Context: an optimization exercise on an open-source flow, tuned for small area and a short achievable clock period. The choices shown serve that exercise and are no tape-out recipe.
RTL that was checked went through simulation tests only; none was proved equivalent to the original.
No functional check of the RTL was part of runs 1 and 2.
No activity file was given, so power comes from the tool's default toggle rates.

### flow/flow/run.sh
#!/bin/bash
# The standard layout, with plain buf_1 cells as the port buffers
set -euo pipefail
bash standard.sh "BUFFER_PORTS_ARGS=-buffer_cell sky130_fd_sc_hd__buf_1" finish > standard_flow.log 2>&1
### flow/standard.sh
#!/bin/bash
# synth_recipe.tcl (not shown) runs the flow's synth.tcl, then flattens the netlist and writes it again
# the make line also repeats each setting of config.mk as NAME=value (left out here)
make -C /OpenROAD-flow-scripts/flow DESIGN_CONFIG=/design/flow/config.mk WORK_HOME=/design/flow/orfs CLKGATE_MAP_FILE= SYNTH_SCRIPT=/design/flow/synth_recipe.tcl "${@:-finish}"
### flow/config.mk
export PLATFORM = sky130hd
export DESIGN_NAME = framer_o
export DESIGN_NICKNAME = framer_o
export VERILOG_FILES = /design/flow/design.v
export SDC_FILE = /design/flow/constraint.sdc
export NUM_CORES = 4
export LEC_CHECK = 0
export CAP_MARGIN = 20
export CORE_MARGIN = 2
export CORE_UTILIZATION = 40
export PLACE_DENSITY = 0.6
export SETUP_SLACK_MARGIN = 4.1
export SLEW_MARGIN = 20
export SYNTH_HIERARCHICAL = 1
### flow/constraint.sdc
create_clock -name core_clock -period 6.0 [get_ports {mclk}]
set_input_delay 1.2000 -clock core_clock [delete_from_list [all_inputs] [get_ports {mclk}]]
set_output_delay 1.2000 -clock core_clock [all_outputs]
set_load 0.01 [all_outputs]
### flow/design.v
module framer_o(
    input mclk,  
    input wclk,
    input [23:0] chan1,
    input [23:0] chan2,
    input [23:0] chan3,
    input [23:0] chan4,
    input [23:0] chan5,
    input [23:0] chan6,
    input [23:0] chan7,
    input [23:0] chan8,
    input [3:0] user,
    output reg adat
);
reg [6:0] G;
reg [2:0] r;
reg plr;
reg [5:0] pn;
wire [5:0] pnd;
wire fs = wclk & ~plr;
wire [191:0] data = {chan8, chan7, chan6, chan5, chan4, chan3, chan2, chan1};
wire [31:0] a;    
wire [5:0]  b;    
adat_dec dec (.G(G), .r(r), .a(a), .b(b));
wire y0_0;
adat_aoi222 u0_0 (.a0(data[0]), .s0(a[0]), .a1(data[1]), .s1(a[1]), .a2(data[2]), .s2(a[2]), .y(y0_0));
wire y0_1;
adat_aoi222 u0_1 (.a0(data[3]), .s0(a[3]), .a1(data[4]), .s1(a[4]), .a2(data[5]), .s2(a[5]), .y(y0_1));
wire y0_2;
adat_aoi222 u0_2 (.a0(data[6]), .s0(a[6]), .a1(data[7]), .s1(a[7]), .a2(data[8]), .s2(a[8]), .y(y0_2));
wire y0_3;
adat_aoi222 u0_3 (.a0(data[9]), .s0(a[9]), .a1(data[10]), .s1(a[10]), .a2(data[11]), .s2(a[11]), .y(y0_3));
wire y0_4;
adat_aoi222 u0_4 (.a0(data[12]), .s0(a[12]), .a1(data[13]), .s1(a[13]), .a2(data[14]), .s2(a[14]), .y(y0_4));
wire y0_5;
adat_aoi222 u0_5 (.a0(data[15]), .s0(a[15]), .a1(data[16]), .s1(a[16]), .a2(data[17]), .s2(a[17]), .y(y0_5));
wire y0_6;
adat_aoi222 u0_6 (.a0(data[18]), .s0(a[18]), .a1(data[19]), .s1(a[19]), .a2(data[20]), .s2(a[20]), .y(y0_6));
wire y0_7;
adat_aoi222 u0_7 (.a0(data[21]), .s0(a[21]), .a1(data[22]), .s1(a[22]), .a2(data[23]), .s2(a[23]), .y(y0_7));
wire y0_8;
adat_aoi222 u0_8 (.a0(data[24]), .s0(a[24]), .a1(data[25]), .s1(a[25]), .a2(data[26]), .s2(a[26]), .y(y0_8));
wire y0_9;
adat_aoi222 u0_9 (.a0(data[27]), .s0(a[27]), .a1(data[28]), .s1(a[28]), .a2(data[29]), .s2(a[29]), .y(y0_9));
wire y0_10;
adat_aoi22 u0_10 (.a0(data[30]), .s0(a[30]), .a1(data[31]), .s1(a[31]), .y(y0_10));
wire o0_0;
adat_nand4 n0_0 (.a({y0_0, y0_1, y0_2, y0_3}), .y(o0_0));
wire o0_1;
adat_nand4 n0_1 (.a({y0_4, y0_5, y0_6, y0_7}), .y(o0_1));
wire o0_2;
adat_nand3 n0_2 (.a({y0_8, y0_9, y0_10}), .y(o0_2));
adat_oai31 f0 (.a({o0_0, o0_1, o0_2}), .b(b[0]), .y(pnd[0]));
wire y1_0;
adat_aoi222 u1_0 (.a0(data[32]), .s0(a[0]), .a1(data[33]), .s1(a[1]), .a2(data[34]), .s2(a[2]), .y(y1_0));
wire y1_1;
adat_aoi222 u1_1 (.a0(data[35]), .s0(a[3]), .a1(data[36]), .s1(a[4]), .a2(data[37]), .s2(a[5]), .y(y1_1));
wire y1_2;
adat_aoi222 u1_2 (.a0(data[38]), .s0(a[6]), .a1(data[39]), .s1(a[7]), .a2(data[40]), .s2(a[8]), .y(y1_2));
wire y1_3;
adat_aoi222 u1_3 (.a0(data[41]), .s0(a[9]), .a1(data[42]), .s1(a[10]), .a2(data[43]), .s2(a[11]), .y(y1_3));
wire y1_4;
adat_aoi222 u1_4 (.a0(data[44]), .s0(a[12]), .a1(data[45]), .s1(a[13]), .a2(data[46]), .s2(a[14]), .y(y1_4));
wire y1_5;
adat_aoi222 u1_5 (.a0(data[47]), .s0(a[15]), .a1(data[48]), .s1(a[16]), .a2(data[49]), .s2(a[17]), .y(y1_5));
wire y1_6;
adat_aoi222 u1_6 (.a0(data[50]), .s0(a[18]), .a1(data[51]), .s1(a[19]), .a2(data[52]), .s2(a[20]), .y(y1_6));
wire y1_7;
adat_aoi222 u1_7 (.a0(data[53]), .s0(a[21]), .a1(data[54]), .s1(a[22]), .a2(data[55]), .s2(a[23]), .y(y1_7));
wire y1_8;
adat_aoi222 u1_8 (.a0(data[56]), .s0(a[24]), .a1(data[57]), .s1(a[25]), .a2(data[58]), .s2(a[26]), .y(y1_8));
wire y1_9;
adat_aoi222 u1_9 (.a0(data[59]), .s0(a[27]), .a1(data[60]), .s1(a[28]), .a2(data[61]), .s2(a[29]), .y(y1_9));
wire y1_10;
adat_aoi22 u1_10 (.a0(data[62]), .s0(a[30]), .a1(data[63]), .s1(a[31]), .y(y1_10));
wire o1_0;
adat_nand4 n1_0 (.a({y1_0, y1_1, y1_2, y1_3}), .y(o1_0));
wire o1_1;
adat_nand4 n1_1 (.a({y1_4, y1_5, y1_6, y1_7}), .y(o1_1));
wire o1_2;
adat_nand3 n1_2 (.a({y1_8, y1_9, y1_10}), .y(o1_2));
adat_oai31 f1 (.a({o1_0, o1_1, o1_2}), .b(b[1]), .y(pnd[1]));
wire y2_0;
adat_aoi222 u2_0 (.a0(data[64]), .s0(a[0]), .a1(data[65]), .s1(a[1]), .a2(data[66]), .s2(a[2]), .y(y2_0));
wire y2_1;
adat_aoi222 u2_1 (.a0(data[67]), .s0(a[3]), .a1(data[68]), .s1(a[4]), .a2(data[69]), .s2(a[5]), .y(y2_1));
wire y2_2;
adat_aoi222 u2_2 (.a0(data[70]), .s0(a[6]), .a1(data[71]), .s1(a[7]), .a2(data[72]), .s2(a[8]), .y(y2_2));
wire y2_3;
adat_aoi222 u2_3 (.a0(data[73]), .s0(a[9]), .a1(data[74]), .s1(a[10]), .a2(data[75]), .s2(a[11]), .y(y2_3));
wire y2_4;
adat_aoi222 u2_4 (.a0(data[76]), .s0(a[12]), .a1(data[77]), .s1(a[13]), .a2(data[78]), .s2(a[14]), .y(y2_4));
wire y2_5;
adat_aoi222 u2_5 (.a0(data[79]), .s0(a[15]), .a1(data[80]), .s1(a[16]), .a2(data[81]), .s2(a[17]), .y(y2_5));
wire y2_6;
adat_aoi222 u2_6 (.a0(data[82]), .s0(a[18]), .a1(data[83]), .s1(a[19]), .a2(data[84]), .s2(a[20]), .y(y2_6));
wire y2_7;
adat_aoi222 u2_7 (.a0(data[85]), .s0(a[21]), .a1(data[86]), .s1(a[22]), .a2(data[87]), .s2(a[23]), .y(y2_7));
wire y2_8;
adat_aoi222 u2_8 (.a0(data[88]), .s0(a[24]), .a1(data[89]), .s1(a[25]), .a2(data[90]), .s2(a[26]), .y(y2_8));
wire y2_9;
adat_aoi222 u2_9 (.a0(data[91]), .s0(a[27]), .a1(data[92]), .s1(a[28]), .a2(data[93]), .s2(a[29]), .y(y2_9));
wire y2_10;
adat_aoi22 u2_10 (.a0(data[94]), .s0(a[30]), .a1(data[95]), .s1(a[31]), .y(y2_10));
wire o2_0;
adat_nand4 n2_0 (.a({y2_0, y2_1, y2_2, y2_3}), .y(o2_0));
wire o2_1;
adat_nand4 n2_1 (.a({y2_4, y2_5, y2_6, y2_7}), .y(o2_1));
wire o2_2;
adat_nand3 n2_2 (.a({y2_8, y2_9, y2_10}), .y(o2_2));
adat_oai31 f2 (.a({o2_0, o2_1, o2_2}), .b(b[2]), .y(pnd[2]));
wire y3_0;
adat_aoi222 u3_0 (.a0(data[96]), .s0(a[0]), .a1(data[97]), .s1(a[1]), .a2(data[98]), .s2(a[2]), .y(y3_0));
wire y3_1;
adat_aoi222 u3_1 (.a0(data[99]), .s0(a[3]), .a1(data[100]), .s1(a[4]), .a2(data[101]), .s2(a[5]), .y(y3_1));
wire y3_2;
adat_aoi222 u3_2 (.a0(data[102]), .s0(a[6]), .a1(data[103]), .s1(a[7]), .a2(data[104]), .s2(a[8]), .y(y3_2));
wire y3_3;
adat_aoi222 u3_3 (.a0(data[105]), .s0(a[9]), .a1(data[106]), .s1(a[10]), .a2(data[107]), .s2(a[11]), .y(y3_3));
wire y3_4;
adat_aoi222 u3_4 (.a0(data[108]), .s0(a[12]), .a1(data[109]), .s1(a[13]), .a2(data[110]), .s2(a[14]), .y(y3_4));
wire y3_5;
adat_aoi222 u3_5 (.a0(data[111]), .s0(a[15]), .a1(data[112]), .s1(a[16]), .a2(data[113]), .s2(a[17]), .y(y3_5));
wire y3_6;
adat_aoi222 u3_6 (.a0(data[114]), .s0(a[18]), .a1(data[115]), .s1(a[19]), .a2(data[116]), .s2(a[20]), .y(y3_6));
wire y3_7;
adat_aoi222 u3_7 (.a0(data[117]), .s0(a[21]), .a1(data[118]), .s1(a[22]), .a2(data[119]), .s2(a[23]), .y(y3_7));
wire y3_8;
adat_aoi222 u3_8 (.a0(data[120]), .s0(a[24]), .a1(data[121]), .s1(a[25]), .a2(data[122]), .s2(a[26]), .y(y3_8));
wire y3_9;
adat_aoi222 u3_9 (.a0(data[123]), .s0(a[27]), .a1(data[124]), .s1(a[28]), .a2(data[125]), .s2(a[29]), .y(y3_9));
wire y3_10;
adat_aoi22 u3_10 (.a0(data[126]), .s0(a[30]), .a1(data[127]), .s1(a[31]), .y(y3_10));
wire o3_0;
adat_nand4 n3_0 (.a({y3_0, y3_1, y3_2, y3_3}), .y(o3_0));
wire o3_1;
adat_nand4 n3_1 (.a({y3_4, y3_5, y3_6, y3_7}), .y(o3_1));
wire o3_2;
adat_nand3 n3_2 (.a({y3_8, y3_9, y3_10}), .y(o3_2));
adat_oai31 f3 (.a({o3_0, o3_1, o3_2}), .b(b[3]), .y(pnd[3]));
wire y4_0;
adat_aoi222 u4_0 (.a0(data[128]), .s0(a[0]), .a1(data[129]), .s1(a[1]), .a2(data[130]), .s2(a[2]), .y(y4_0));
wire y4_1;
adat_aoi222 u4_1 (.a0(data[131]), .s0(a[3]), .a1(data[132]), .s1(a[4]), .a2(data[133]), .s2(a[5]), .y(y4_1));
wire y4_2;
adat_aoi222 u4_2 (.a0(data[134]), .s0(a[6]), .a1(data[135]), .s1(a[7]), .a2(data[136]), .s2(a[8]), .y(y4_2));
wire y4_3;
adat_aoi222 u4_3 (.a0(data[137]), .s0(a[9]), .a1(data[138]), .s1(a[10]), .a2(data[139]), .s2(a[11]), .y(y4_3));
wire y4_4;
adat_aoi222 u4_4 (.a0(data[140]), .s0(a[12]), .a1(data[141]), .s1(a[13]), .a2(data[142]), .s2(a[14]), .y(y4_4));
wire y4_5;
adat_aoi222 u4_5 (.a0(data[143]), .s0(a[15]), .a1(data[144]), .s1(a[16]), .a2(data[145]), .s2(a[17]), .y(y4_5));
wire y4_6;
adat_aoi222 u4_6 (.a0(data[146]), .s0(a[18]), .a1(data[147]), .s1(a[19]), .a2(data[148]), .s2(a[20]), .y(y4_6));
wire y4_7;
adat_aoi222 u4_7 (.a0(data[149]), .s0(a[21]), .a1(data[150]), .s1(a[22]), .a2(data[151]), .s2(a[23]), .y(y4_7));
wire y4_8;
adat_aoi222 u4_8 (.a0(data[152]), .s0(a[24]), .a1(data[153]), .s1(a[25]), .a2(data[154]), .s2(a[26]), .y(y4_8));
wire y4_9;
adat_aoi222 u4_9 (.a0(data[155]), .s0(a[27]), .a1(data[156]), .s1(a[28]), .a2(data[157]), .s2(a[29]), .y(y4_9));
wire y4_10;
adat_aoi22 u4_10 (.a0(data[158]), .s0(a[30]), .a1(data[159]), .s1(a[31]), .y(y4_10));
wire o4_0;
adat_nand4 n4_0 (.a({y4_0, y4_1, y4_2, y4_3}), .y(o4_0));
wire o4_1;
adat_nand4 n4_1 (.a({y4_4, y4_5, y4_6, y4_7}), .y(o4_1));
wire o4_2;
adat_nand3 n4_2 (.a({y4_8, y4_9, y4_10}), .y(o4_2));
adat_oai31 f4 (.a({o4_0, o4_1, o4_2}), .b(b[4]), .y(pnd[4]));
wire y5_0;
adat_aoi222 u5_0 (.a0(data[160]), .s0(a[0]), .a1(data[161]), .s1(a[1]), .a2(data[162]), .s2(a[2]), .y(y5_0));
wire y5_1;
adat_aoi222 u5_1 (.a0(data[163]), .s0(a[3]), .a1(data[164]), .s1(a[4]), .a2(data[165]), .s2(a[5]), .y(y5_1));
wire y5_2;
adat_aoi222 u5_2 (.a0(data[166]), .s0(a[6]), .a1(data[167]), .s1(a[7]), .a2(data[168]), .s2(a[8]), .y(y5_2));
wire y5_3;
adat_aoi222 u5_3 (.a0(data[169]), .s0(a[9]), .a1(data[170]), .s1(a[10]), .a2(data[171]), .s2(a[11]), .y(y5_3));
wire y5_4;
adat_aoi222 u5_4 (.a0(data[172]), .s0(a[12]), .a1(data[173]), .s1(a[13]), .a2(data[174]), .s2(a[14]), .y(y5_4));
wire y5_5;
adat_aoi222 u5_5 (.a0(data[175]), .s0(a[15]), .a1(data[176]), .s1(a[16]), .a2(data[177]), .s2(a[17]), .y(y5_5));
wire y5_6;
adat_aoi222 u5_6 (.a0(data[178]), .s0(a[18]), .a1(data[179]), .s1(a[19]), .a2(data[180]), .s2(a[20]), .y(y5_6));
wire y5_7;
adat_aoi222 u5_7 (.a0(data[181]), .s0(a[21]), .a1(data[182]), .s1(a[22]), .a2(data[183]), .s2(a[23]), .y(y5_7));
wire y5_8;
adat_aoi222 u5_8 (.a0(data[184]), .s0(a[24]), .a1(data[185]), .s1(a[25]), .a2(data[186]), .s2(a[26]), .y(y5_8));
wire y5_9;
adat_aoi222 u5_9 (.a0(data[187]), .s0(a[27]), .a1(data[188]), .s1(a[28]), .a2(data[189]), .s2(a[29]), .y(y5_9));
wire y5_10;
adat_aoi22 u5_10 (.a0(data[190]), .s0(a[30]), .a1(data[191]), .s1(a[31]), .y(y5_10));
wire o5_0;
adat_nand4 n5_0 (.a({y5_0, y5_1, y5_2, y5_3}), .y(o5_0));
wire o5_1;
adat_nand4 n5_1 (.a({y5_4, y5_5, y5_6, y5_7}), .y(o5_1));
wire o5_2;
adat_nand3 n5_2 (.a({y5_8, y5_9, y5_10}), .y(o5_2));
adat_oai31 f5 (.a({o5_0, o5_1, o5_2}), .b(b[5]), .y(pnd[5]));
wire cb;
adat_const cst (.G(G), .r(r), .user(user), .y(cb));
wire [6:0] Gn;
wire [2:0] rn;
adat_next nx (.G(G), .r(r), .fs(fs), .Gn(Gn), .rn(rn));
always @(posedge mclk) begin
    plr <= wclk;
    pn <= pnd;
    G <= Gn;
    r <= rn;
    adat <= adat ^ (cb | ~&pn);
end
endmodule
module adat_dec (
    input [6:0] G,
    input [2:0] r,
    output [31:0] a,
    output [5:0] b
);
wire [3:0] rsn;
adat_nand2b d_r1 (.an(r[1]), .b(r[0]), .y(rsn[0]));    
adat_nand2b d_r2 (.an(r[2]), .b(r[1]), .y(rsn[1]));    
adat_nand2 d_r3 (.a(r[2]), .b(r[0]), .y(rsn[2]));      
adat_nand2b d_r4 (.an(r[0]), .b(r[2]), .y(rsn[3]));    
wire [2:0] gi;
adat_inv i_g0 (.a(G[0]), .y(gi[0]));
adat_inv i_g1 (.a(G[1]), .y(gi[1]));
adat_inv i_g2 (.a(G[2]), .y(gi[2]));
wire [7:0] gln;
genvar i;
generate
    for (i = 0; i < 8; i = i + 1) begin : g_gl
        adat_nand3 d_gl (.a({i[2] ? G[2] : gi[2], i[1] ? G[1] : gi[1], i[0] ? G[0] : gi[0]}), .y(gln[i]));
    end
    for (i = 0; i < 32; i = i + 1) begin : g_a
        adat_nor2 d_a (.a(rsn[i % 4]), .b(gln[i / 4]), .y(a[i]));
    end
    for (i = 0; i < 6; i = i + 1) begin : g_b
        assign b[i] = (G[6:3] == i);
    end
endgenerate
endmodule
module adat_inv (input a, output y);
assign y = ~a;
endmodule
module adat_nand2 (input a, b, output y);
assign y = ~(a & b);
endmodule
module adat_nand2b (input an, b, output y);
assign y = ~(~an & b);
endmodule
module adat_nor2 (input a, b, output y);
assign y = ~(a | b);
endmodule
module adat_const (
    input [6:0] G,
    input [2:0] r,
    input [3:0] user,
    output y
);
wire r0 = ~r[2] & ~r[0];
wire r1 = r[0] & ~r[1];
wire r2 = r[1] & ~r[2];
wire r3 = r[2] & r[0];
wire r4 = r[2] & ~r[0];
wire g50 = (G == 7'd50);
wire g51 = (G == 7'd51);
assign y = (r1 & (G <= 7'd48)) | (r2 & g50) | (r3 & g50 & user[0]) |
           (r4 & g50 & user[1]) | (r0 & g51 & user[2]) |
           (user[3] & ((G >= 7'd52) | (g51 & ~r0) | ((G == 7'd0) & r0)));
endmodule
module adat_next (
    input [6:0] G,
    input [2:0] r,
    input fs,
    output [6:0] Gn,
    output [2:0] rn
);
wire wrap = G[6] & G[5] & G[2] & G[1] & r[0] & ~r[1];
wire clr = fs | wrap;
wire e = r[2] & ~r[0];
assign Gn = clr ? 7'd0 : G + {6'd0, e};
assign rn = fs ? 3'b001 : wrap ? 3'b000 : {r[1] & r[0], r[0], ~r[2]};
endmodule
module adat_aoi222 (input a0, s0, a1, s1, a2, s2, output y);
assign y = ~((a0 & s0) | (a1 & s1) | (a2 & s2));
endmodule
module adat_aoi22 (input a0, s0, a1, s1, output y);
assign y = ~((a0 & s0) | (a1 & s1));
endmodule
module adat_nand4 (input [3:0] a, output y);
assign y = ~&a;
endmodule
module adat_nand3 (input [2:0] a, output y);
assign y = ~&a;
endmodule
module adat_oai31 (input [2:0] a, input b, output y);
assign y = ~((|a) & b);
endmodule
==> results.yml, run 1 <==
run_status:
  outcome: "complete, no violations"
yosys:
  yosysSeqAreaShare: 0.200
  yosys_warnings: 7
  synth.net_count: 414
  synth_cells: 214
  syn_area_per_cell_um2: 8.41
  syn_area_mm2: 0.00180
  synth_seq_cells: 18
  synth_cell_types: 33
drt:
  post_drt_wl_per_cell_um: 18.3
  ant_nets: 0
  drc: 0
  avgViaCountPerCell: 6.37
  drtIter0Drc: 579
  wl_um: 8580
  vias: 2981
  firstDrtPassIters: 8
clock_network:
  cts.sinks: 18
  cts-root-buf: "clkbuf_8"
  htreeDepth: 1
  cts_tree: "built"
  cts_inserted_buffers: 3
  post_cts_buffers: 0
  clk_pin_slew_ns: 0.07
  cts_hold_buf: 0
  cts_buffer_depth: 2
  clk_latency_ns: 0.25
finish:
  finalInstanceArea_mm2: 0.00268
  area_delta_synth_final_pct: 49.1
  drive_above_1_share: 0.0721
  fillers: 436
  diodes: 0
  post-route-util: 0.616
  nets: 617
power:
  power_density_mw_per_mm2: 160
  total_leakage_power_nw: 0.817
  peakVddDrop_mv: 0.0838
floorplanning:
  fp.dieH_um: 71.1
  core_mm2: 0.00435
  initial_core_util: 0.413
  die_area_mm2: 0.00505
  pin_count: 199
  die_width_um: 71.1
  rows: 24
timing:
  fmax_mhz: 420
  layout_worst_path_cycle_share: 0.397
  finalSetupViolCount: 0
  tightest_slew_ns: 0.538
  fin_setup_tns_ns: 0
  skew_ns: 0.00554
  holdWs_ns: 0.477
  slew_headroom: 0.640
  slew_viol_final: 0
  layout_setup_ws_ns: 3.62
  hold_viol_final: 0
  finalCriticalPeriod_ns: 2.38
  rsz0062_at_grt: "true"
worst_hold_path:
  whs_path_depth: 1
  hold_path_class: "reg2reg"
  min_to: "adat"
  worstHoldStart: "adat"
worst_setup_path:
  cp-start-kind: "input port"
  end_kind: "flop"
  crit_type: "in2reg"
  cp.arrival_ns: 2.53
  rrSetupSlack_ns: 4.08
  r2r_start: "G[2]"
  timing.rr.end: "pn[5]"
  critical_path_required_ns: 6.15
  reg2regPathDepth: 6
  cp_max_fo: 1
global_route:
  grt_pass1_vias: 2700
  gr-usage-all-layers: 0.318
  grt_pass1_wl_um: 12900
  grt_max_degree: 13
  antenna_found_initial: 0
  grt.overflow.total: 0
flow_run:
  cap_violations: 0
place:
  dpl.hpwl_um: 7100
  place_ws_ns: 3.33
  io_buffers: 198
  gp_congestion: 0.913
  dpl_cell_area_mm2: 0.00261
-- Yosys stat by module (local to each module, per instance) --
module       cells  area, um2  flops+latches  copies in the design
adat_nor2        1       3.75              0                    32
adat_oai31       1       12.5              0                     6
adat_const      17        115              0                     1
adat_nand4       1       6.26              0                    12
adat_inv         1       3.75              0                     3
adat_aoi222      1       10.0              0                    60
adat_nand3       1       5.00              0                    14
adat_aoi22       1       12.5              0                     6
framer_o        22        392             18                     1
adat_next       32        185              0                     1
adat_nand2b      1       6.26              0                     3
adat_dec         6       57.6              0                     1
adat_nand2       1       3.75              0                     1
-- worst max path at each step --
stage,startpoint,endpoint,slack [ns],depth (start not counted)
6_report,user[1],adat,3.62,8
5_1_grt,user[1],adat,3.53,8
4_1_cts,user[0],adat,3.60,8
3_5_place_dp,user[0],adat,3.33,8
3_3_place_gp,user[0],adat,3.36,8
2_1_floorplan,user[0],adat,3.48,7
-- worst max-delay path: stages --
cell and delay [ns]:
buf_1 0.07, mux2_4 0.26, mux2i_1 0.12, nand2_1 0.07, a221o_1 0.35, and4b_1 0.24, nand4_1 0.08, xor2_1 0.15
-- layer usage --
metal | vias up | part of all wire | track usage
met5 | - | 0 | 0
met4 | 0 | 0.019 | 0.0881
met3 | 18 | 0.077 | 0.0342
met2 | 177 | 0.49 | 0.524
met1 | 1391 | 0.41 | 0.440
li1 | 1395 | - | -
-- state kept, by name (all words and copies together), names as in the netlist --
| signal | flops |
|---|---|
| adat | 1 |
| r | 3 |
| plr | 1 |
| pn | 6 |
| G | 7 |
-- cell usage in the layout (no fill, tap or decap), drive strengths merged, types with 6 or more instances in the layout --
cell    Yosys  final
nand3      16     16
nand2       6      6
dfxtp      18     18
a22oi       6      6
a222oi     60     60
buf         0    198
o31ai       7      7
nand4      13     13
nor2       42     42
inv         7      7
-- cells by family after synthesis --
| family | synth area share |
|---|---|
| simple gates | 0.282 |
| buf+inv | 0.0146 |
| mux | 0.0118 |
| fa+ha+maj | 0.0139 |
| compound gates | 0.458 |
| flops | 0.200 |
| xor+xnor | 0.0195 |
-- power breakdown --
group / switching, mW / internal, mW / total, mW
Combinational: 0.0989 / 0.0796 / 0.178
Sequential: 0.0194 / 0.134 / 0.153
Clock: 0.0403 / 0.0583 / 0.0986
Total: 0.159 / 0.272 / 0.431
-- layout make-up --
| class | instances | area [um2] | area share |
|---|---|---|---|
| Multi-Input combinational cell | 189 | 1430 | 0.531 |
| Timing Repair Buffer | 198 | 744 | 0.278 |
| Sequential cell | 18 | 367 | 0.137 |
| Tap cell | 52 | 65.1 | 0.0243 |
| Clock buffer | 4 | 55.1 | 0.0205 |
| Inverter | 7 | 26.3 | 0.00979 |
-- stage by stage --
step | cells | power, mW
final | 468 | 0.431
after global routing | 468 | 0.457
after detailed placement | 464 | 0.326
after global placement | 464 | 0.325
after floorplan | 214 | 0.242
after CTS | 468 | 0.425
-- Yosys cell counts --
cell type,instances,area [um2]
mux2i_1,1,10.0
and4bb_2,2,25.0
nand3_1,16,80.1
inv_1,7,26.3
nor2_1,42,158
ha_1,2,25.0
o21ai_2,1,8.76
a22oi_2,6,75.1
nor2b_1,2,12.5
nand3b_1,1,7.51
a222oi_1,60,601
or3_1,2,12.5
mux2_1,1,11.3
nand4_1,13,81.3
nand4b_1,1,8.76
a21oi_2,1,8.76
o31ai_2,6,75.1
a2111oi_0,1,8.76
a21oi_1,1,5.00
o31ai_1,1,7.51
nor3_1,1,5.00
nand2_1,6,22.5
nor4_1,3,18.8
xor2_1,3,26.3
o21ai_0,3,15.0
and4b_1,1,10.0
xnor2_1,1,8.76
and3_1,1,6.26
a221o_1,1,10.0
nand2b_1,4,25.0
a211o_1,1,8.76
nor4b_1,4,35.0
dfxtp_1,18,360
-- repair_timing --
| item | in CTS | in global routing |
|---|---|---|
| setup endpoints to repair | 8 | 9 |
| gates resized for setup | 3 | 8 |
| pin swaps | 0 | 20 |
| gates cloned | 0 | 0 |
==> run 2: changes to the inputs <==
--- a/flow/config.mk
+++ b/flow/config.mk
@@ -9,6 +9,6 @@
 export CORE_MARGIN = 2
 export CORE_UTILIZATION = 40
 export PLACE_DENSITY = 0.6
-export SETUP_SLACK_MARGIN = 4.1
+export SETUP_SLACK_MARGIN = 3.8
 export SLEW_MARGIN = 20
 export SYNTH_HIERARCHICAL = 1
==> run 2 against run 1 <==
  * Die area unchanged
  * Final cell count unchanged
  * Critical path type unchanged
  * Hold slack better by 0.010 ns
  * Non-clock buffer count stayed put
  * First-iteration DRC count down 5.9%
  * Highest routed layer unchanged
  * Global-route usage grew 0.57 points
==> results.yml, run 2 <==
clock_network:
  htreeDepth: 1
  cts_tree: "built"
  cts.sinks: 18
  post_cts_buffers: 0
  clk_latency_ns: 0.25
  clk_pin_slew_ns: 0.06
  cts-root-buf: "clkbuf_8"
  cts_inserted_buffers: 3
  cts_buffer_depth: 2
  cts_hold_buf: 0
yosys:
  synth-edff-count: 0
  syn_area_per_cell_um2: 8.41
  synth_seq_cells: 18
  synthXorXnorAreaFrac: 0.0195
  synth_cell_types: 33
  synth.net_count: 414
  synth_compound_area_frac: 0.458
  synth_fa_ha_area_frac: 0.0139
  yosys-top-cells-area: "a222oi_1 33%, dfxtp_1 20%, nor2_1 8.8%"
  yosysTopAreaCell: "a222oi_1"
  synth_flop_cell: "dfxtp_1"
  yosys_warnings: 7
  synthSimpleGateAreaFrac: 0.282
  yosysSeqAreaShare: 0.200
  async_flop_share: 0
  synth.most_common_cell: "a222oi_1"
  synth.area.mux_share: 0.0118
  synth_common_cells: "60 x a222oi_1, 42 x nor2_1, 18 x dfxtp_1, 16 x nand3_1, 13 x nand4_1"
  synth_top_family_by_area: "compound AO/OA/AOI/OAI gates"
  yosys.area.top_type_share: 0.334
  synth_cells: 214
  syn_area_mm2: 0.00180
timing:
  layout_worst_path_cycle_share: 0.405
  finalCriticalPeriod_ns: 2.43
  rsz0062_at_grt: "true"
  fmax_mhz: 411
  finalSetupViolCount: 0
  slew_headroom: 0.610
  hold_viol_final: 0
  holdWs_ns: 0.487
  tightest_slew_ns: 0.583
  skew_ns: 0.00489
  layout_setup_ws_ns: 3.57
  fin_setup_tns_ns: 0
  slew_viol_final: 0
power:
  swShare: 0.372
  power_density_mw_per_mm2: 160
  switchingPower_mw: 0.159
  clkPwrFrac: 0.228
  total_leakage_power_nw: 0.812
  power_mw: 0.428
  internal-power_mw: 0.268
  power_frac_comb: 0.414
  power_frac_seq: 0.358
  peakVddDrop_mv: 0.0942
worst_setup_path:
  cp-start-kind: "input port"
  cp_max_fo: 1
  crit_family: "simple AND/OR/NAND/NOR gates"
  crit_type: "in2reg"
  cp_slowest_cell: "a221o_1"
  slowest_delay_ns: 0.33
  end_kind: "flop"
  critical_path_required_ns: 6.14
  path_buf_inv: 1
  cp_cell_sequence: "buf_1, mux2_1, mux2i_1, nand2_1, a221o_1, and4b_1, nand4_1, xor2_1"
  cp.arrival_ns: 2.57
place:
  place_ws_ns: 3.32
  io_buffers: 198
  place_inst: 464
  dpl_cell_area_mm2: 0.00261
  gp_congestion: 0.894
  dpl.hpwl_um: 7070
floorplanning:
  initial_core_util: 0.413
  die_area_mm2: 0.00505
  core_mm2: 0.00435
  rows: 24
  fp.dieH_um: 71.1
  pin_count: 199
  die_width_um: 71.1
drt:
  avgViaCountPerCell: 6.33
  drtIter0Drc: 545
  wl_um: 8550
  firstDrtPassIters: 11
  drc: 0
  vias: 2964
  post_drt_wl_per_cell_um: 18.3
  ant_nets: 0
global_route:
  grt.overflow.total: 0
  grt_pass1_wl_um: 13100
  gr-usage-all-layers: 0.324
  grt_max_degree: 13
  busiest_layer: "met2"
  grt_pass1_vias: 2783
  antenna_found_initial: 0
  grt_use_met3: 0.0584
  grt_util_met1: 0.426
  met2_usage: 0.539
finish:
  layout_commonest_cell: "buf_1"
  post-route-util: 0.613
  final_cells: 468
  largest_reg_flops: 7
  diodes: 0
  mostFrequentLayoutCells: "198 x buf_1, 60 x a222oi_1, 42 x nor2_1, 17 x dfxtp_1, 16 x nand3_1"
  drive_above_1_share: 0.0529
  top_register: "G"
  area_delta_synth_final_pct: 48.4
  reg_top3: "G (7), pn (6), r (3)"
  finalInstanceArea_mm2: 0.00267
  nets: 617
worst_hold_path:
  hold_path_class: "reg2reg"
run_status:
  outcome: "complete, no violations"
flow_run:
  cap_violations: 0
run 2: logic make-up (layout without fill, tap and decap cells):
family          Yosys count  after routing
fa+ha+maj                 2              2
xor+xnor                  4              4
mux                       2              2
flops                    18             18
buf+inv                   7            209
simple gates             99             99
compound gates           82             82
run 2: layout make-up:
type / instances / area (um2)
Timing Repair Buffer: 198 / 743
Sequential cell: 18 / 362
Inverter: 7 / 26.3
Clock buffer: 4 / 55.1
Fill cell: 421 / 1680
Tap cell: 52 / 65.1
Multi-Input combinational cell: 189 / 1420
run 2: modules after synthesis (local to each module, per instance), excerpt:
| module | copies in the design | flip-flops and latches | area (um2) |
|---|---|---|---|
| framer_o | 1 | 18 | 392 |
| adat_next | 1 | 0 | 185 |
| adat_const | 1 | 0 | 115 |
| adat_aoi22 | 6 | 0 | 12.5 |
| adat_aoi222 | 60 | 0 | 10.0 |
| adat_nand4 | 12 | 0 | 6.26 |
| adat_nand2b | 3 | 0 | 6.26 |
| adat_nand3 | 14 | 0 | 5.00 |
| adat_nand2 | 1 | 0 | 3.75 |
| adat_inv | 3 | 0 | 3.75 |
run 2: final timing paths:
path,from,end,slack (ns),cells after the start
hold reg to reg,adat,adat,0.49,1
hold / removal,adat,adat,0.49,1
setup / recovery,user[0],adat,3.57,8
setup reg to reg,r[0],pn[0],3.91,5
run 2: per-layer routing:
| layer | vias up | wire (um) |
|---|---|---|
| li1 | 1394 | - |
| met1 | 1366 | 3320 |
| met2 | 189 | 4190 |
| met3 | 15 | 911 |
| met4 | 0 | 129 |
| met5 | - | 0 |
run 2: what timing repair did:
item / 4_1_cts / 5_1_grt
resized for setup: 0 / 3
cloned: 0 / 0
pin swaps: 0 / 0
endpoints found under the setup margin: 1 / 5
run 2: power groups by stage:
stage	Combinational [mW]	Clock [mW]	Sequential, mW
after CTS	0.174	0.0992	0.152
after global routing	0.194	0.105	0.155
after floorplan	0.0902	0	0.150
after global placement	0.170	0	0.155
final	0.177	0.0976	0.153
after detailed placement	0.172	0	0.155
==> run 3: changes to the inputs <==
--- a/flow/design.v
+++ b/flow/design.v
@@ -196,8 +196,15 @@
 wire o5_2;
 adat_nand3 n5_2 (.a({y5_8, y5_9, y5_10}), .y(o5_2));
 adat_oai31 f5 (.a({o5_0, o5_1, o5_2}), .b(b[5]), .y(pnd[5]));
-wire cb;
-adat_const cst (.G(G), .r(r), .user(user), .y(cb));
+wire [3:0] us;
+wire k;
+adat_const cst (.G(G), .r(r), .us(us), .k(k));
+wire yu, yk, p1, p2, cur;
+adat_aoi222 c_u (.a0(user[0]), .s0(us[0]), .a1(user[1]), .s1(us[1]), .a2(user[2]), .s2(us[2]), .y(yu));
+adat_aoi21 c_k (.a0(user[3]), .s0(us[3]), .b(k), .y(yk));
+adat_and4 c_p1 (.a(pn[3:0]), .y(p1));
+adat_and3 c_p2 (.a({yk, pn[5:4]}), .y(p2));
+adat_nand3 c_b (.a({yu, p1, p2}), .y(cur));
 wire [6:0] Gn;
 wire [2:0] rn;
 adat_next nx (.G(G), .r(r), .fs(fs), .Gn(Gn), .rn(rn));
@@ -206,7 +213,7 @@
     pn <= pnd;
     G <= Gn;
     r <= rn;
-    adat <= adat ^ (cb | ~&pn);
+    adat <= adat ^ cur;
 end
 endmodule
 module adat_dec (
@@ -253,8 +260,8 @@
 module adat_const (
     input [6:0] G,
     input [2:0] r,
-    input [3:0] user,
-    output y
+    output [3:0] us,
+    output k
 );
 wire r0 = ~r[2] & ~r[0];
 wire r1 = r[0] & ~r[1];
@@ -263,9 +270,20 @@
 wire r4 = r[2] & ~r[0];
 wire g50 = (G == 7'd50);
 wire g51 = (G == 7'd51);
-assign y = (r1 & (G <= 7'd48)) | (r2 & g50) | (r3 & g50 & user[0]) |
-           (r4 & g50 & user[1]) | (r0 & g51 & user[2]) |
-           (user[3] & ((G >= 7'd52) | (g51 & ~r0) | ((G == 7'd0) & r0)));
+assign k = (r1 & (G <= 7'd48)) | (r2 & g50);
+assign us[0] = r3 & g50;
+assign us[1] = r4 & g50;
+assign us[2] = r0 & g51;
+assign us[3] = (G >= 7'd52) | (g51 & ~r0) | ((G == 7'd0) & r0);
+endmodule
+module adat_aoi21 (input a0, s0, b, output y);
+assign y = ~((a0 & s0) | b);
+endmodule
+module adat_and4 (input [3:0] a, output y);
+assign y = &a;
+endmodule
+module adat_and3 (input [2:0] a, output y);
+assign y = &a;
 endmodule
 module adat_next (
     input [6:0] G,
--- a/flow/config.mk
+++ b/flow/config.mk
@@ -7,8 +7,8 @@
 export LEC_CHECK = 0
 export CAP_MARGIN = 20
 export CORE_MARGIN = 2
-export CORE_UTILIZATION = 40
-export PLACE_DENSITY = 0.6
-export SETUP_SLACK_MARGIN = 3.8
+export CORE_UTILIZATION = 48
+export PLACE_DENSITY = 0.7
+export SETUP_SLACK_MARGIN = 4.2
 export SLEW_MARGIN = 20
 export SYNTH_HIERARCHICAL = 1
==> run 3 against run 2 <==
  * Still clean
  * Combinational power up 7%
  * Sequential power about the same
  * Register-to-register slack better by 0.11 ns
  * Critical path type unchanged
  * Critical endpoint is now pn[3]
  * Largest power group unchanged
==> results.yml, run 3 <==
power:
  internal-power_mw: 0.280
  total_leakage_power_nw: 0.842
  swShare: 0.366
  power_frac_seq: 0.346
  power_frac_comb: 0.429
  clkPwrFrac: 0.224
  switchingPower_mw: 0.162
  power_density_mw_per_mm2: 161
  peakVddDrop_mv: 0.0796
yosys:
  yosys-top-cells-area: "a222oi_1 33%, dfxtp_1 20%, nor2_1 8.4%"
  synth.net_count: 420
  synth.most_common_cell: "a222oi_1"
  async_flop_share: 0
  yosysTopAreaCell: "a222oi_1"
  synth_common_cells: "61 x a222oi_1, 41 x nor2_1, 18 x dfxtp_1, 18 x nand3_1, 12 x nand4_1"
  syn_area_mm2: 0.00184
  synth_seq_cells: 18
  yosys_warnings: 7
  syn_area_per_cell_um2: 8.37
  synth_cell_types: 34
  yosys.area.top_type_share: 0.332
  yosysSeqAreaShare: 0.196
  synth-edff-count: 0
  synth_cells: 220
  synth_flop_cell: "dfxtp_1"
timing:
  rsz0062_at_grt: "true"
  skew_ns: 0.000839
  finalCriticalPeriod_ns: 2.04
  hold_viol_final: 0
  fin_setup_tns_ns: 0
  layout_worst_path_cycle_share: 0.340
  finalSetupViolCount: 0
  fmax_mhz: 490
  slew_viol_final: 0
  tightest_slew_ns: 0.596
  layout_setup_ws_ns: 3.96
  slew_headroom: 0.601
worst_setup_path:
  cp_slowest_cell: "a222oi_1"
  cp.arrival_ns: 2.22
  path_buf_inv: 1
  crit_family: "compound AO/OA/AOI/OAI gates"
  crit_type: "in2reg"
  end_kind: "flop"
  critical_path_required_ns: 6.18
  cp_cell_sequence: "buf_1, a222oi_1, nand4_1, o31ai_2"
  slowest_delay_ns: 0.47
  cp_max_fo: 1
  cp-start-kind: "input port"
global_route:
  antenna_found_initial: 0
  grt.overflow.total: 0
  grt_pass1_vias: 2724
  grt_max_degree: 14
  grt_pass1_wl_um: 12900
  gr-usage-all-layers: 0.389
drt:
  post_drt_wl_per_cell_um: 19.0
  drtIter0Drc: 710
  wl_um: 8930
  vias: 3137
  drc: 0
  avgViaCountPerCell: 6.66
  firstDrtPassIters: 11
  ant_nets: 0
floorplanning:
  core_mm2: 0.00366
  rows: 22
  die_width_um: 65.9
  pin_count: 199
  initial_core_util: 0.503
  fp.dieH_um: 65.9
  die_area_mm2: 0.00435
clock_network:
  cts.sinks: 18
  clk_pin_slew_ns: 0.07
  clk_latency_ns: 0.26
  cts-root-buf: "clkbuf_8"
  cts_inserted_buffers: 3
  cts_tree: "built"
  cts_buffer_depth: 2
  cts_hold_buf: 0
  htreeDepth: 1
flow_run:
  cap_violations: 0
place:
  place_ws_ns: 3.72
  dpl.hpwl_um: 7290
  gp_congestion: 0.996
  io_buffers: 198
  dpl_cell_area_mm2: 0.00264
finish:
  finalInstanceArea_mm2: 0.00274
  diodes: 0
  top_register: "G"
  area_delta_synth_final_pct: 49.0
  mostFrequentLayoutCells: "197 x buf_1, 61 x a222oi_1, 41 x nor2_1, 18 x nand3_1, 12 x nand4_1"
  reg_top3: "G (7), pn (6), r (3)"
  regArea_um2: 377
  nets: 624
  largest_reg_flops: 7
  drive_above_1_share: 0.0898
  layout_commonest_cell: "buf_1"
  multiInputGateArea_mm2: 0.00146
  fillers: 304
worst_hold_path:
  hold_path_class: "reg2reg"
run_status:
  outcome: "complete, no violations"
==> run 3: cells by family after synthesis <==
logic type               count (synthesis)  synth area share
XOR/XNOR                                 4            0.0190
buffers and inverters                    9            0.0184
flip-flops                              18             0.196
AO/OA/AOI/OAI                           84             0.453
AND/OR/NAND/NOR                        103             0.300
adder cells (fa/ha/maj)                  2            0.0136
==> run 3: path summary, 6_finish.rpt <==
| kind | endpoint | cells after the start | from | slack (ns) |
|---|---|---|---|---|
| worst min-delay path | adat | 2 | adat | 0.53 |
| worst max-delay path | pn[3] | 4 | chan5[15] | 3.96 |
| worst min register to register | adat | 2 | adat | 0.53 |
| worst max register to register | pn[0] | 6 | G[0] | 4.02 |
==> run 3: routing by layer <==
metal	up-vias	global-route usage	part of all wire	routed length, um
met2	282	0.614	0.46	4130
met1	1408	0.512	0.37	3270
met4	0	0.130	0.022	200
li1	1419	-	-	-
met3	28	0.101	0.15	1330
met5	-	0	0	0
==> run 3: modules after synthesis (local to each module, per instance) <==
module       flip-flops and latches  cell area, um2  cells inside  copies in the design
adat_and3                         0            6.26             1                     1
adat_and4                         0            8.76             1                     1
adat_aoi21                        0            8.76             1                     1
adat_aoi22                        0            12.5             1                     6
adat_aoi222                       0            10.0             1                    61
adat_const                        0             134            20                     1
adat_dec                          0            57.6             6                     1
adat_inv                          0            3.75             1                     3
adat_nand2                        0            3.75             1                     1
adat_nand2b                       0            6.26             1                     3
adat_nand3                        0            5.00             1                    15
adat_nand4                        0            6.26             1                    12
adat_next                         0             185            32                     1
adat_nor2                         0            3.75             1                    32
adat_oai31                        0            12.5             1                     6
framer_o                         18             375            20                     1
==> run 3: repair_timing <==
item,CTS,global route
setup endpoints to repair,8,9
pin swaps,17,12
setup buffers,1,0
resized for setup,10,7
==> run 3: area by class of cell <==
cell class                      count  share of cell area
Tap cell                           48              0.0219
Inverter                            9              0.0123
Sequential cell                    18               0.137
Clock buffer                        4              0.0201
Timing Repair Buffer              199               0.276
Multi-Input combinational cell    193               0.532
==> run 3: worst register-to-register path: stages, from the launching register on <==
cell,delay (ns)
dfxtp_2,0.42
inv_1,0.11
nand3_1,0.20
nor2_1,0.17
a222oi_1,0.56
nand4_1,0.22
o31ai_2,0.21
==> run 3: power groups by stage <==
stage / Combinational [mW] / Sequential, mW / Clock, mW
after floorplan: 0.0938 / 0.150 / 0
after global placement: 0.171 / 0.152 / 0
after detailed placement: 0.173 / 0.153 / 0
after CTS: 0.184 / 0.152 / 0.101
after global routing: 0.209 / 0.156 / 0.105
final: 0.190 / 0.153 / 0.0991
==> run 3: metrics by stage <==
stage          utilization  power [mW]  hold WS (ns)  instances
2_1_floorplan            -       0.244         0.496        220
5_1_grt              0.749       0.471         0.551        471
3_5_place_dp         0.722       0.326         0.453        466
4_1_cts              0.745       0.437         0.527        471
3_3_place_gp         0.722       0.324         0.441        466
6_report             0.749       0.442         0.527        471
==> run 4: changes to the inputs <==
--- a/flow/config.mk
+++ b/flow/config.mk
@@ -7,8 +7,8 @@
 export LEC_CHECK = 0
 export CAP_MARGIN = 20
 export CORE_MARGIN = 2
-export CORE_UTILIZATION = 48
-export PLACE_DENSITY = 0.7
-export SETUP_SLACK_MARGIN = 4.2
+export CORE_UTILIZATION = 40
+export PLACE_DENSITY = 0.6
+export SETUP_SLACK_MARGIN = 4.1
 export SLEW_MARGIN = 20
 export SYNTH_HIERARCHICAL = 1
==> run 4 against run 3 <==
  * Die area increased by 19%
  * Utilization decreased by 12 points
  * Critical path type unchanged
  * Cell area increased by 0.46%
  * Clock skew increased by 0.0017 ns
  * Hold slack got worse by 0.0069 ns
  * First-iteration DRC count decreased by 17%
==> results.yml, run 4 <==
run_status:
  outcome: "complete, no violations"
timing:
  layout_setup_ws_ns: 3.96
  holdWs_ns: 0.521
  tightest_slew_ns: 0.575
  hold_viol_final: 0
  skew_ns: 0.00251
  slew_headroom: 0.615
  slew_viol_final: 0
  finalSetupViolCount: 0
  rsz0062_at_grt: "true"
  finalCriticalPeriod_ns: 2.04
  fmax_mhz: 490
  fin_setup_tns_ns: 0
  layout_worst_path_cycle_share: 0.340
global_route:
  grt_max_degree: 14
  gr-usage-all-layers: 0.315
  grt.overflow.total: 0
  grt_pass1_wl_um: 13000
  antenna_found_initial: 0
  grt_pass1_vias: 2763
worst_hold_path:
  min_to: "adat"
  hold_path_class: "reg2reg"
  worstHoldStart: "adat"
  whs_path_depth: 2
yosys:
  yosys-top-cells-area: "a222oi_1 33%, dfxtp_1 20%, nor2_1 8.4%"
  syn_area_per_cell_um2: 8.37
  synth_cell_types: 34
  synth-edff-count: 0
  synth_cells: 220
  async_flop_share: 0
  synth_common_cells: "61 x a222oi_1, 41 x nor2_1, 18 x dfxtp_1, 18 x nand3_1, 12 x nand4_1"
  yosysTopAreaCell: "a222oi_1"
  synth_flop_cell: "dfxtp_1"
  synth_seq_cells: 18
  synth.net_count: 420
  yosysSeqAreaShare: 0.196
  synth.most_common_cell: "a222oi_1"
  yosys_warnings: 7
  syn_area_mm2: 0.00184
  yosys.area.top_type_share: 0.332
power:
  switchingPower_mw: 0.165
  peakVddDrop_mv: 0.0965
  internal-power_mw: 0.282
  clkPwrFrac: 0.225
  power_mw: 0.447
  power_density_mw_per_mm2: 162
  power_frac_seq: 0.346
  power_frac_comb: 0.429
  swShare: 0.369
  total_leakage_power_nw: 0.845
drt:
  routed-wl-met2_um: 4310
  ant_nets: 0
  drtIter0Drc: 591
  wl_met3_um: 833
  vias: 3005
  wl_met1_um: 3390
  firstDrtPassIters: 11
  wl_um: 8690
  drc: 0
  topRoutingLayerUsed: "met4"
  avgViaCountPerCell: 6.33
  post_drt_wl_per_cell_um: 18.3
worst_setup_path:
  critical_path_required_ns: 6.18
  cp_max_fo: 1
  timing.rr.end: "pn[4]"
  end_kind: "flop"
  rrSetupSlack_ns: 4.03
  cp-start-kind: "input port"
  reg2regPathDepth: 6
  crit_type: "in2reg"
  r2r_start: "G[0]"
  cp.arrival_ns: 2.22
finish:
  largest_reg_flops: 7
  layout_commonest_cell: "buf_1"
  top_register: "G"
  diodes: 0
  area_delta_synth_final_pct: 49.7
  drive_above_1_share: 0.0898
  post-route-util: 0.628
  mostFrequentLayoutCells: "196 x buf_1, 61 x a222oi_1, 41 x nor2_1, 17 x nand3_1, 12 x nand4_1"
  fillers: 413
  reg_top3: "G (7), pn (6), r (3)"
  nets: 624
clock_network:
  cts-root-buf: "clkbuf_8"
  cts.sinks: 18
  clk_pin_slew_ns: 0.07
  cts_hold_buf: 0
  cts_inserted_buffers: 3
  cts_buffer_depth: 2
  cts_tree: "built"
  clk_latency_ns: 0.26
  htreeDepth: 1
floorplanning:
  core_mm2: 0.00438
  rows: 24
  die_area_mm2: 0.00516
  fp.dieH_um: 71.8
  initial_core_util: 0.420
  die_width_um: 71.8
  pin_count: 199
place:
  gp_congestion: 0.936
  io_buffers: 198
  place_ws_ns: 3.71
  dpl.hpwl_um: 7130
flow_run:
  cap_violations: 0
[run 4: cell counts after synthesis]
No cell type changed its count.
[run 4: worst max-delay path: stages]
cell	delay, ns
buf_1	0.07
a222oi_1	0.54
nand4_1	0.22
o31ai_2	0.20
[run 4: power by group through the flow]
| stage | sequential (mW) | clock [mW] | combinational [mW] |
|---|---|---|---|
| detailed placement | 0.154 | 0 | 0.176 |
| floorplan | 0.150 | 0 | 0.0938 |
| finish | 0.155 | 0.100 | 0.192 |
| global placement | 0.154 | 0 | 0.173 |
| global route | 0.156 | 0.108 | 0.210 |
| CTS | 0.154 | 0.102 | 0.187 |
[run 4: metal layers]
layer,track usage,vias to the layer above
li1,-,1421
met1,0.405,1365
met2,0.540,199
met3,0.0647,20
met4,0.0734,0
met5,0,-
[run 4: cells by family (layout without fill, tap and decap cells)]
| group | Yosys count | after routing | share of synthesized area |
|---|---|---|---|
| buf+inv | 9 | 212 | 0.0184 |
| simple gates | 103 | 103 | 0.300 |
| flops | 18 | 18 | 0.196 |
| fa+ha+maj | 2 | 2 | 0.0136 |
| xor+xnor | 4 | 4 | 0.0190 |
| compound gates | 84 | 84 | 0.453 |
[run 4: timing repair]
| item | in CTS | in global routing |
|---|---|---|
| gates resized for setup | 11 | 6 |
| hold endpoints to repair | 0 | 0 |
| setup endpoints to repair | 7 | 8 |
| gates cloned | 0 | 0 |
| pin swaps | 16 | 11 |
| buffers inserted | 1 | 0 |
[run 4: metrics by stage]
stage	instances	cell area, um2
final	475	2760
after floorplan	220	1840
after global routing	475	2760
after CTS	475	2730
after global placement	470	2650
after detailed placement	470	2650
[run 4: how the worst max path moves through the flow]
stage	startpoint	to	slack [ns]	cells past startpoint
final	chan7[16]	pn[5]	3.96	4
after detailed placement	chan7[16]	pn[5]	3.71	4
after CTS	chan7[16]	pn[5]	3.97	4
after global routing	chan7[16]	pn[5]	3.94	4
after floorplan	chan1[6]	pn[0]	4.07	3
after global placement	chan7[16]	pn[5]	3.70	4
[run 4: area by class of cell]
cell class,instances,area (um2),area share
Inverter,9,33.8,0.0123
Clock buffer,4,55.1,0.0200
Multi-Input combinational cell,193,1460,0.531
Timing Repair Buffer,199,766,0.278
Tap cell,52,65.1,0.0236
Sequential cell,18,372,0.135
[run 4: modules after synthesis, one instance, submodules excluded, excerpt]
module      copies in the design  cells inside
adat_and4                      1             1
adat_aoi21                     1             1
adat_aoi22                     6             1
adat_dec                       1             6
adat_inv                       3             1
adat_nand2                     1             1
adat_nand3                    15             1
adat_nand4                    12             1
adat_next                      1            32
adat_oai31                     6             1
framer_o                       1            20

-- static timing again, ports no longer ideal --
How much do the figures lean on ideal ports? The routed layouts below were timed once more, with nothing changed but the port constraints.
Step 1: set_driving_cell puts a clkbuf_16 on mclk and a buf_2 on each other input, an assumption about the parent block.
Step 2 moves the port delays by t, midway between the first and last clock arrival at a register: inputs arrive t later, outputs are due t later. That takes back most of the time a late clock gives input paths.
Slacks: ideal / step 1 / step 2; pairs: ideal / step 1.
run	t, ns	setup WS [ns]	slew at the worst register clock pin (ns)	worst data-port slew with drivers (ns)	cell pins on the clock port's net
run 1	0.278	3.616 / 3.622 / 3.345	0.07 / 0.07	0.04	1
run 2	0.278	3.568 / 3.575 / 3.297	0.07 / 0.07	0.04	1
run 3	0.279	3.957 / 3.956 / 3.678	0.07 / 0.07	0.06	1
run 4	0.280	3.961 / 3.963 / 3.683	0.07 / 0.07	0.05	1
After both steps every run listed still meets setup and hold. The setup slack of run 3, which loses most, moves by -0.001 ns with the drivers and by -0.279 ns with both steps.
